This is an optimization exercise on Yosys and OpenROAD, whose aim is small area and a short achievable clock period, not a production implementation.
Only simulation tests tie the RTL to the original design; equivalence was not proved.
Power and IR drop assume default switching activity. No driver is modelled on the clock port, so clocking that relies on it looks cheaper here than on a real chip.

Setup of red:
// pipeline_processor
module pipeline_processor(
    clk,
    rst,
    prg_data,
    dmem_rdata,
    prg_addr,
    raddr_dmem,
    waddr_dmem,
    wdata_dmem,
    write_dmem,
    read_dmem
);
Size in the first run: roughly 1300 flip-flops, about 200 I/O pins.
==> flow/config.mk <==
export PLATFORM = sky130hd
export DESIGN_NAME = pipeline_processor
export DESIGN_NICKNAME = pipeline_processor
export VERILOG_FILES = /design/flow/design.v
export SDC_FILE = /design/flow/constraint.sdc
export NUM_CORES = 4
export LEC_CHECK = 0
export CAP_MARGIN = 20
export CORE_MARGIN = 2
export CORE_UTILIZATION = 40
export SETUP_SLACK_MARGIN = 3.3
export SLEW_MARGIN = 20
export SYNTH_HIERARCHICAL = 1
export SYNTH_MINIMUM_KEEP_SIZE = 0
==> flow/constraint.sdc <==
create_clock -name core_clock -period 6.0 [get_ports {clk}]
set_input_delay 1.2000 -clock core_clock [delete_from_list [all_inputs] [get_ports {clk}]]
set_output_delay 1.2000 -clock core_clock [all_outputs]
set_load 0.01 [all_outputs]
run.sh (not shown) runs the stock make flow with config.mk's settings and CLKGATE_MAP_FILE= SYNTH_SCRIPT=/design/flow/synth_recipe.tcl, a recipe that flattens the netlist after the stock synthesis.
What blue does differently from red at the input level:
-- flow/config.mk --
<<< red, line 10
export CORE_UTILIZATION = 40
export SETUP_SLACK_MARGIN = 3.3
export SLEW_MARGIN = 20
>>> blue, line 10
export CORE_UTILIZATION = 40
export SETUP_SLACK_MARGIN = 3.6
export SLEW_MARGIN = 20
[summary]
- blue: PASS, flow complete, no timing, DRC or antenna violations
- In blue relative to red, peak clock frequency supported by timing had gone up by a few percent.
- blue improves on red in worst-case setup margin in the final layout.
- When the final numbers for blue and red were put side by side, the shortest clock period the worst path allows after layout turned out to be greater in red.
- The overall routed net length of blue was inferior to that of red.
- Clock buffer count in the final layout: blue vs red down 6
- blue vs. red: global-route wire length before repair saw an increase, met1 demand-to-capacity share in global routing has increased, depth of the CTS H-tree ~0 delta.
- Of the two candidates, red has the better power consumption and blue the worse one.
- In the flow results for blue and red, the number of buffers other than clock buffers in the final layout is larger on blue.

---

v54:
pipeline_processor, a different RTL version from the one above (not shown whole).
For scale: roughly 3600 cells after synthesis, about 1300 flip-flops, about 200 I/O pins, roughly 0.054 mm2 of cells after synthesis.
export LEC_CHECK = 0
export CAP_MARGIN = 20
export CORE_MARGIN = 2
export CORE_UTILIZATION = 50
export PLACE_DENSITY = 0.72
export SETUP_SLACK_MARGIN = 3.5
export SLEW_MARGIN = 20
export SYNTH_HIERARCHICAL = 1
export SYNTH_MINIMUM_KEEP_SIZE = 0
create_clock -name core_clock -period 6.0 [get_ports {clk}]
standard.sh (not shown) runs the stock make flow with config.mk's settings and CLKGATE_MAP_FILE= SYNTH_SCRIPT=/design/flow/synth_recipe.tcl, a recipe that flattens the netlist after the stock synthesis.
==> flow/flow/run.sh <==
#!/bin/bash
# Own layout flow: the standard layout (standard.sh), with smaller port
# buffers, larger clock-tree sink clusters and no dummy clock-tree loads.
# Each tool's log is in orfs/logs/; standard.sh's own output goes to
# standard.log.
set -euo pipefail
export BUFFER_PORTS_ARGS="-buffer_cell sky130_fd_sc_hd__buf_2"
export CTS_ARGS="-sink_clustering_enable -repair_clock_nets -dont_use_dummy_load -sink_clustering_size 26 -sink_clustering_max_diameter 90"
bash standard.sh > standard.log 2>&1
Having completed the whole flow, v54 delivered a layout that passed the timing, DRC and antenna checks.
Here is what was changed in the inputs of v12 compared with v54.
- swapping 3.5 for 3.45 in SETUP_SLACK_MARGIN
## What came out
v12 finished all stages; the layout is clean. Per the comparison of v12 with v54, switching fraction of total power essentially unchanged; overall power consumption decreased 0.36%; non-clock buffer count decreased about 6%; total length of routed met3 wires increased 0.81%.
Input changes introduced in v14 (baseline for comparison: v12):
- swapping 50 for 60 in CORE_UTILIZATION
- swapping 3.45 for 3.5 in SETUP_SLACK_MARGIN
- swapping 0.72 for 0.8 in PLACE_DENSITY
[summary]
Compared to v12, v14 was floorplanned on a smaller die.
Going from v12 to v14, final period utilization went down 0.34 points, area of the core went down, count of clock-buffer cells in the layout flat.
Maximum frequency | v14 above v12
In the flow results for v12 and v14, the sum of buffers and inverters on the critical path is smaller on v14.
v12 has lower routed length per instance than v14.

---

TR:
pipeline_processor, a different RTL version from the one above (not shown whole).
For scale: about 1300 flip-flops, ~200 I/O pins, about 0.053 mm2 of cells after synthesis.
clock: 6.0 ns
lec_check: 0
cap_margin: 20
core_margin: 2
core_utilization: 40
setup_slack_margin: 3.6
slew_margin: 20
synth_hierarchical: 1
synth_minimum_keep_size: 0
run.sh (not shown) runs the stock make flow with config.mk's settings and CLKGATE_MAP_FILE= SYNTH_SCRIPT=/design/flow/synth_recipe.tcl, a recipe that flattens the netlist after the stock synthesis.
Stock flow here: none of the scripts above is used.
Per the final summary, TR finished and its layout is clean on timing, DRC and antenna.
Inputs modified between TR and PW:
==> flow/flow/run.sh (new file) <==
#!/bin/bash
# Own layout flow: the standard layout (standard.sh), with smaller port
# buffers, larger clock-tree sink clusters and no dummy clock-tree loads.
# Each tool's log is in orfs/logs/; standard.sh's own output goes to
# standard.log.
set -euo pipefail
export BUFFER_PORTS_ARGS="-buffer_cell sky130_fd_sc_hd__buf_2"
export CTS_ARGS="-sink_clustering_enable -repair_clock_nets -dont_use_dummy_load -sink_clustering_size 30 -sink_clustering_max_diameter 100"
bash standard.sh > standard.log 2>&1
==> flow/standard.sh (new file) <==
#!/bin/bash
# synth_recipe.tcl (not shown) runs the flow's synth.tcl, then flattens the netlist and writes it again
# the make line also repeats each setting of config.mk as NAME=value (left out here)
make -C /OpenROAD-flow-scripts/flow DESIGN_CONFIG=/design/flow/config.mk WORK_HOME=/design/flow/orfs CLKGATE_MAP_FILE= SYNTH_SCRIPT=/design/flow/synth_recipe.tcl "${@:-finish}"
removed: flow/run.sh
Notes after the runs:
Sort PW and TR by utilization after layout desc -> top: TR
Between PW and TR, the total instance count after detailed placement does not differ in any meaningful way.
Measured against PW, the internal power of TR comes out at 1.2 times the reference value.
Min final period utilization across PW and TR: PW
Against TR, PW reports a synthesis-to-finish area growth that is lower.
Re worst setup slack after layout: PW and TR aren't equal, and the lower value belongs to TR.
Compared with TR, PW is the less power-hungry design.
The logic gate share of total power in PW sits 3.1 points above the value recorded for TR.
Total via count after detailed routing in PW is 1102 below TR.

[what the ideal ports hide]
Ports are ideal in the flow. The routed layouts listed here were re-timed in OpenROAD. Step 1, drivers: a clkbuf_16 drives clk and a buf_2 each remaining input, both assumed. Step 2, shift: input delay + t, output delay - t, t = (earliest + latest rising clock arrival at the registers) / 2. This alone moves slack from input paths to output paths. a / b / c = no drivers / after step 1 / after step 2; a / b = the first two.
| run | t (ns) | setup slack, ns | worst hold slack (ns) | worst setup path after step 2 | worst register clock-pin slew, ns |
|---|---|---|---|---|---|
| red | 0.821 | 3.323 / 3.266 / 2.548 | 0.320 / 0.320 / 0.320 | input to register | 0.07 / 0.07 |
| blue | 0.830 | 3.383 / 3.383 / 2.584 | 0.320 / 0.320 / 0.320 | input to register | 0.07 / 0.07 |
| v54 | 0.762 | 3.401 / 3.401 / 3.331 | 0.327 / 0.327 / 0.327 | input to register | 0.11 / 0.11 |
| v12 | 0.764 | 3.312 / 3.312 / 3.312 | 0.323 / 0.323 / 0.323 | register to register | 0.11 / 0.11 |
| v14 | 0.737 | 3.332 / 3.332 / 3.269 | 0.326 / 0.326 / 0.326 | input to register | 0.11 / 0.11 |
| TR | 0.841 | 3.401 / 3.320 / 3.002 | 0.325 / 0.325 / 0.325 | input to register | 0.07 / 0.07 |
| PW | 0.753 | 3.449 / 3.439 / 3.319 | 0.276 / 0.276 / 0.276 | input to register | 0.12 / 0.12 |
After both steps setup and hold are still met in every run listed. For blue, which loses most, drivers alone change the setup slack by 0.000 ns; drivers and shift together by -0.799 ns.
